Context: an optimization exercise on an open-source flow, tuned for small area. The choices shown serve that exercise and are no tape-out recipe. Only simulation tests tie the RTL to the original design; equivalence was not proved. Power figures rest on the tool's default switching activity, not on a simulated workload.

==> run B <==
Design vga_writer, start of the top module:
module vga_writer (
   input vclock,
   input reset,
   input [11:0] location,
   input [4:0] orientation,
   input [11:0] target_location,
   input new_data,
   input orientation_ready,
   input [10:0] hcount,
   input [9:0]  vcount,
   input hsync,
   input vsync,
   input blank,
   output phsync,
   output pvsync,
   output pblank,
   output [23:0] pixel
   );
clock: 12.0 ns
lec_check: 0
cap_margin: 20
core_margin: 2
core_utilization: 60
cts_buf_list: sky130_fd_sc_hd__clkbuf_8 sky130_fd_sc_hd__clkbuf_16
cts_cluster_diameter: 100
cts_cluster_size: 32
slew_margin: 20
standard.sh (not shown) runs the stock make flow with config.mk's settings and CLKGATE_MAP_FILE= SYNTH_SCRIPT=/design/flow/synth_recipe.tcl, a recipe that flattens the netlist after the stock synthesis.
==> flow/flow/run.sh <==
#!/bin/bash
# Layout flow: the standard flow (standard.sh) with two changes.
# 1. Synthesis is ORFS's own synthesis script with the full-adder extraction
#    step off (ADDER_MAP_FILE empty, no Kogge-Stone adder map) and abc run with
#    an area script (flow/abc_deep.script: &deepsyn, then amap area mapping), so the
#    arithmetic is optimised together with the logic around it. Registers are
#    inferred, mapped and named exactly as in the standard synthesis.
# 2. Port buffers are the smallest buffer cell (buf_1) instead of the default.
# Each step's full output goes to its own log here (synth.log, layout.log);
# ORFS's per-step logs are under orfs/logs.
set -euo pipefail
W=$(pwd)
mkdir -p "$W/syn_scripts"
for f in "$FLOW_HOME"/scripts/*; do ln -sf "$f" "$W/syn_scripts/"; done
rm -f "$W/syn_scripts/abc_area.script"
cp "$W/flow/abc_deep.script" "$W/syn_scripts/abc_area.script"
SCRIPTS_DIR="$W/syn_scripts" ADDER_MAP_FILE= SYNTH_OPERATIONS_ARGS=-noshare ABC_AREA=1 \
  bash standard.sh synth > "$W/synth.log" 2>&1
BUFFER_PORTS_ARGS="-buffer_cell sky130_fd_sc_hd__buf_1" \
  bash standard.sh > "$W/layout.log" 2>&1
==> flow/flow/abc_deep.script <==
strash
&get -n
&deepsyn -T 120 -S 1
&put
dch -f
amap
topo
==> run M (differences from run B) <==
--- a/flow/design.v
+++ b/flow/design.v
@@ -97,30 +97,22 @@
          p2c = {1'b0, xn, sw ? lo : hi[7:0], sw ? hi[7:0] : lo};
       end
    endfunction
    wire [17:0] tc = p2c(tloc);
    wire [17:0] rc = p2c(rloc);
-   wire [15:0] tz = add16({6'b0, hcount[10:1]}, {8'b0, tc[15:8]} ^ {16{~tc[16]}}, ~tc[16]);
-   wire [15:0] tw = add16({7'b0, vcount[9:1]}, {8'b0, tc[7:0]}, vcount[0]);
-   wire tsq = ((tz[11:2] == 10'd63) | (tz[11:2] == 10'd64)) &
-              ((tw[11:0] == 12'd253) | (tw[11:0] == 12'd254) | (tw[11:0] == 12'd255) |
-               ((tw[11:3] == 9'd32) & ~(tw[2] & (tw[1] | tw[0]))));
+   wire [15:0] hh = add16({6'b0, hcount[10:1]}, 16'hFF04, 1'b0);
+   wire [15:0] vv = add16({7'b0, vcount[9:1]}, 16'hFF03, vcount[0]);
+   wire [15:0] tz = add16(hh, {8'b0, tc[15:8]} ^ {16{~tc[16]}}, ~tc[16]);
+   wire [15:0] tw = add16(vv, {8'b0, tc[7:0]}, 1'b0);
+   wire tsq = (tz[15:3] == 13'd0) & (tw[15:3] == 13'd0);
    wire [7:0]  rxm = rc[15:8] & {8{~rrst}};
    wire [7:0]  ry  = rrst ? 8'd192 : rc[7:0];
-   wire [15:0] rz = add16({6'b0, hcount[10:1]}, {8'b0, rxm} ^ {16{~rc[16] | rrst}}, ~rc[16] | rrst);
-   wire [15:0] rw = add16({7'b0, vcount[9:1]}, {8'b0, ry}, vcount[0]);
-   wire [11:0] rwo = rrst ? 12'd256 : 12'd0;
-   wire rsq = ((rz[11:2] == 10'd63) | (rz[11:2] == 10'd64)) &
-              (rrst ? ((rw[11:0] == 12'd509) | (rw[11:0] == 12'd510) | (rw[11:0] == 12'd511) |
-                       ((rw[11:3] == 9'd64) & ~(rw[2] & (rw[1] | rw[0]))))
-                    : ((rw[11:0] == 12'd253) | (rw[11:0] == 12'd254) | (rw[11:0] == 12'd255) |
-                       ((rw[11:3] == 9'd32) & ~(rw[2] & (rw[1] | rw[0])))));
-   wire [2:0] wl;    
-   assign wl[0] = ((rw[2:0] == 3'd6) | (rw[2:0] == 3'd0) | (rw[2:0] == 3'd2) | (rw[2:0] == 3'd4));
-   assign wl[1] = ((rw[2:0] == 3'd7) | (rw[2:0] == 3'd0) | (rw[2:0] == 3'd3) | (rw[2:0] == 3'd4));
-   assign wl[2] = ((rw[2:0] == 3'd1) | (rw[2:0] == 3'd2) | (rw[2:0] == 3'd3) | (rw[2:0] == 3'd4));
-   wire [3:0] dx = {rz[2], rz[1:0], hcount[0]};
+   wire [15:0] rz = add16(hh, {8'b0, rxm} ^ {16{~rc[16] | rrst}}, ~rc[16] | rrst);
+   wire [15:0] rw = add16(vv, {8'b0, ry}, 1'b0);
+   wire rsq = (rz[15:3] == 13'd0) & (rw[15:3] == (rrst ? 13'd32 : 13'd0));
+   wire [2:0] wl = rw[2:0];
+   wire [3:0] dx = {~rz[2], rz[1:0], hcount[0]};
    wire [3:0] dy = {wl[2], ~wl[1:0], vcount[0]};
    function [3:0] ab;    
       input [3:0] v;
       begin
          ab[0] = ((v == 4'd1) | (v == 4'd3) | (v == 4'd5) | (v == 4'd7) | (v == 4'd9) | (v == 4'd11) | (v == 4'd13) | (v == 4'd15));
--- a/flow/flow/run.sh
+++ b/flow/flow/run.sh
@@ -1,10 +1,11 @@
 #!/bin/bash
 # Layout flow: the standard flow (standard.sh) with two changes.
 # 1. Synthesis is ORFS's own synthesis script with the full-adder extraction
 #    step off (ADDER_MAP_FILE empty, no Kogge-Stone adder map) and abc run with
-#    an area script (flow/abc_deep.script: &deepsyn, then amap area mapping), so the
+#    an area script (flow/abc_deep.script: four rounds of &deepsyn, then amap
+#    area mapping), so the
 #    arithmetic is optimised together with the logic around it. Registers are
 #    inferred, mapped and named exactly as in the standard synthesis.
 # 2. Port buffers are the smallest buffer cell (buf_1) instead of the default.
 # Each step's full output goes to its own log here (synth.log, layout.log);
 # ORFS's per-step logs are under orfs/logs.
==> flow/flow/abc_deep.script (replaced) <==
strash
&get -n
&deepsyn -T 60 -S 1
&deepsyn -T 60 -S 2
&deepsyn -T 60 -S 3
&deepsyn -T 60 -S 4
&put
dch
amap
topo
- CORE_UTILIZATION: 60 -> 65
- CTS_BUF_LIST: sky130_fd_sc_hd__clkbuf_8 sky130_fd_sc_hd__clkbuf_16 -> sky130_fd_sc_hd__clkbuf_4 sky130_fd_sc_hd__clkbuf_8
- CTS_CLUSTER_DIAMETER: 100 -> default
- CTS_CLUSTER_SIZE: 32 -> default
==> run E (differences from run B) <==
--- a/flow/design.v
+++ b/flow/design.v
@@ -56,21 +56,10 @@
          for (i = 0; i < 16; i = i + 1)
             c = (~a[i] & b[i]) | (~(a[i] ^ b[i]) & c);
          ltu16 = c;
       end
    endfunction
-   reg [11:0] tloc;
-   reg [11:0] rloc;
-   reg        rrst;    
-   always @(posedge vclock) begin
-      if (reset) rrst <= 1'b1;
-      else if (!vsync && (new_data | orientation_ready)) begin
-         rrst <= 1'b0;
-         rloc <= location;
-      end
-      if (!reset && !vsync) tloc <= target_location;
-   end
    function [17:0] p2c;      
       input [11:0] loc;
       reg [7:0] r;
       reg [1:0] c;
       reg sw, xn, c1, c2, c3, nz;
@@ -95,32 +84,42 @@
          hi  = add16({8'b0, r}, ~{8'b0, t[15:8]}, ~nz);
          lo  = c3 ? hi[7:0] : (c2 ? {2'b0, r[7:2]} : (c1 ? p66[15:8] : 8'd0));
          p2c = {1'b0, xn, sw ? lo : hi[7:0], sw ? hi[7:0] : lo};
       end
    endfunction
-   wire [17:0] tc = p2c(tloc);
-   wire [17:0] rc = p2c(rloc);
-   wire [15:0] tz = add16({6'b0, hcount[10:1]}, {8'b0, tc[15:8]} ^ {16{~tc[16]}}, ~tc[16]);
-   wire [15:0] tw = add16({7'b0, vcount[9:1]}, {8'b0, tc[7:0]}, vcount[0]);
-   wire tsq = ((tz[11:2] == 10'd63) | (tz[11:2] == 10'd64)) &
-              ((tw[11:0] == 12'd253) | (tw[11:0] == 12'd254) | (tw[11:0] == 12'd255) |
-               ((tw[11:3] == 9'd32) & ~(tw[2] & (tw[1] | tw[0]))));
-   wire [7:0]  rxm = rc[15:8] & {8{~rrst}};
-   wire [7:0]  ry  = rrst ? 8'd192 : rc[7:0];
-   wire [15:0] rz = add16({6'b0, hcount[10:1]}, {8'b0, rxm} ^ {16{~rc[16] | rrst}}, ~rc[16] | rrst);
-   wire [15:0] rw = add16({7'b0, vcount[9:1]}, {8'b0, ry}, vcount[0]);
-   wire [11:0] rwo = rrst ? 12'd256 : 12'd0;
-   wire rsq = ((rz[11:2] == 10'd63) | (rz[11:2] == 10'd64)) &
-              (rrst ? ((rw[11:0] == 12'd509) | (rw[11:0] == 12'd510) | (rw[11:0] == 12'd511) |
-                       ((rw[11:3] == 9'd64) & ~(rw[2] & (rw[1] | rw[0]))))
-                    : ((rw[11:0] == 12'd253) | (rw[11:0] == 12'd254) | (rw[11:0] == 12'd255) |
-                       ((rw[11:3] == 9'd32) & ~(rw[2] & (rw[1] | rw[0])))));
-   wire [2:0] wl;    
-   assign wl[0] = ((rw[2:0] == 3'd6) | (rw[2:0] == 3'd0) | (rw[2:0] == 3'd2) | (rw[2:0] == 3'd4));
-   assign wl[1] = ((rw[2:0] == 3'd7) | (rw[2:0] == 3'd0) | (rw[2:0] == 3'd3) | (rw[2:0] == 3'd4));
-   assign wl[2] = ((rw[2:0] == 3'd1) | (rw[2:0] == 3'd2) | (rw[2:0] == 3'd3) | (rw[2:0] == 3'd4));
-   wire [3:0] dx = {rz[2], rz[1:0], hcount[0]};
+   reg [11:0] tloc;
+   reg        rxs;
+   reg [7:0]  rxv;
+   reg [7:0]  ry;
+   reg        rrst;    
+   wire [17:0] pc  = p2c(vsync ? tloc : location);
+   wire        pxs = ~pc[16];                     
+   wire [7:0]  pxv = pc[15:8] ^ {8{pxs}};
+   always @(posedge vclock) begin
+      if (reset) begin
+         rrst <= 1'b1;
+         rxs  <= 1'b0;
+         rxv  <= 8'd0;
+         ry   <= 8'd0;
+      end else if (!vsync && (new_data | orientation_ready)) begin
+         rrst <= 1'b0;
+         rxs  <= pxs;
+         rxv  <= pxv;
+         ry   <= pc[7:0];
+      end
+      if (!reset && !vsync) tloc <= target_location;
+   end
+   wire [15:0] hh = add16({6'b0, hcount[10:1]}, 16'hFF04, 1'b0);
+   wire [15:0] vv = add16({7'b0, vcount[9:1]}, 16'hFF03, vcount[0]);
+   wire [15:0] tz = add16(hh, {{8{pxs}}, pxv}, pxs);
+   wire [15:0] tw = add16(vv, {8'b0, pc[7:0]}, 1'b0);
+   wire tsq = (tz[15:3] == 13'd0) & (tw[15:3] == 13'd0);
+   wire [15:0] rz = add16(hh, {{8{rxs}}, rxv}, rxs);
+   wire [15:0] rw = add16(vv, {8'b0, ry}, 1'b0);
+   wire rsq = (rz[15:3] == 13'd0) & (rw[15:3] == (rrst ? 13'd8 : 13'd0));
+   wire [2:0] wl = rw[2:0];
+   wire [3:0] dx = {~rz[2], rz[1:0], hcount[0]};
    wire [3:0] dy = {wl[2], ~wl[1:0], vcount[0]};
    function [3:0] ab;    
       input [3:0] v;
       begin
          ab[0] = ((v == 4'd1) | (v == 4'd3) | (v == 4'd5) | (v == 4'd7) | (v == 4'd9) | (v == 4'd11) | (v == 4'd13) | (v == 4'd15));
--- a/flow/flow/run.sh
+++ b/flow/flow/run.sh
@@ -1,10 +1,11 @@
 #!/bin/bash
 # Layout flow: the standard flow (standard.sh) with two changes.
 # 1. Synthesis is ORFS's own synthesis script with the full-adder extraction
 #    step off (ADDER_MAP_FILE empty, no Kogge-Stone adder map) and abc run with
-#    an area script (flow/abc_deep.script: &deepsyn, then amap area mapping), so the
+#    an area script (flow/abc_deep.script: four rounds of &deepsyn, then amap
+#    area mapping), so the
 #    arithmetic is optimised together with the logic around it. Registers are
 #    inferred, mapped and named exactly as in the standard synthesis.
 # 2. Port buffers are the smallest buffer cell (buf_1) instead of the default.
 # Each step's full output goes to its own log here (synth.log, layout.log);
 # ORFS's per-step logs are under orfs/logs.
==> flow/flow/abc_deep.script (replaced) <==
strash
&get -n
&deepsyn -T 60 -S 1
&deepsyn -T 60 -S 2
&deepsyn -T 60 -S 3
&deepsyn -T 60 -S 4
&put
dch
amap
topo
- CORE_UTILIZATION: 60 -> 65
- CTS_BUF_LIST: sky130_fd_sc_hd__clkbuf_8 sky130_fd_sc_hd__clkbuf_16 -> sky130_fd_sc_hd__clkbuf_4 sky130_fd_sc_hd__clkbuf_8
- CTS_CLUSTER_DIAMETER: 100 -> default
- CTS_CLUSTER_SIZE: 32 -> default
==> comparison <==
Between run E and run B, the lower sequential power is in run B (gap about 5%, measured against run B).
The highest non-clock buffer count belongs to run M, the lowest to run B.
Maximum frequency: run B > run M > run E.
Hold slack: run M > run B > run E.
Synthesized area: run E < run M < run B.
In run E the cell count is smaller than in run B, by 18%.
Critical path depth, highest first: run B, run E, run M.
In run E the wire length is smaller than in run M, by about 7%.
In count of clock-buffer cells in the layout, run B and run E do not differ.
Against run E, the flip-flop and latch count of run M is lower by 5.
==> figures <==
	run M	run E	run B
Maximum achievable frequency	0.1214 GHz	0.09734 GHz	0.1269 GHz
Number of ordinary inverters in the final layout	129	117	113
Placement row count	37	34	39
GR Layer Usage met2	57.42%	63.51%	52.45%
Hold_sp	op2[1]	bdelay.shiftreg[2]	hdelay.shiftreg[3]
End point of the most critical hold path	op3[1]	bdelay.shiftreg[3]	hdelay.shiftreg[4]
Detailed-route wire length per cell	15.04 µm	16.74 µm	15.02 µm
Vias in the first global route	7113	6829	7191
Status	timing/DRC/antenna clean	timing/DRC/antenna clean	timing/DRC/antenna clean
Slowest cell on crit path	o21ai_0	o22ai_1	a21oi_1
Slowest stage delay, CP	0.67 ns	0.73 ns	0.49 ns
Number of instances in the synthesized netlist	1121	930	1144
Sum of routed wire segments on met1	8.424 mm	7.052 mm	8.964 mm
Worst clock skew on the final layout	0.007196 ns	0.01665 ns	0.005687 ns
Critical path required time	12.30 ns	12.22 ns	12.27 ns
Data-path buffer share of cell area in the final layout	4.753%	5.376%	4.267%
Estimated wirelength of the detail-placed design	15.46 mm	14.29 mm	16.12 mm
Routed wire length on met3	2.343 mm	2.257 mm	1.972 mm
Fraction of synthesized cell area in xor and xnor cells	0%	0.2949%	0.1246%
NetSw	396.5 µW	404.2 µW	422.6 µW
Net count of the finished layout	1257	1065	1276
Pin slew with the least headroom to its limit	1.098 ns	1.228 ns	0.9542 ns

what the ideal ports hide:
No port has a modelled driver above. Below, the same layouts with a new extraction and two added sets of constraints.
Step 1 (the two cells are an assumption about what drives the block):
set clk [get_ports {vclock}]
set_driving_cell -lib_cell sky130_fd_sc_hd__clkbuf_16 $clk
set_driving_cell -lib_cell sky130_fd_sc_hd__buf_2 [delete_from_list [all_inputs] $clk]
Step 2 moves the port delays by t, midway between the first and last clock arrival at a register: inputs arrive t later, outputs are due t later. That takes back most of the time a late clock gives input paths.
Three values: ideal ports, drivers, drivers and shift; two values: the first two.
| run | shift t [ns] | slack for setup (ns) | hold WS [ns] | cell pins on the clock port's net |
|---|---|---|---|---|
| run B | 0.374 | 4.118 / 4.118 / 3.762 | 0.325 / 0.325 / 0.325 | 1 |
| run M | 0.393 | 3.762 / 3.762 / 3.762 | 0.325 / 0.325 / 0.325 | 1 |
| run E | 0.385 | 1.727 / 1.734 / 1.349 | 0.322 / 0.322 / 0.322 | 1 |
After both steps every run listed still meets setup and hold. For run E, which loses most, drivers alone change the setup slack by +0.007 ns; drivers and shift together by -0.378 ns.
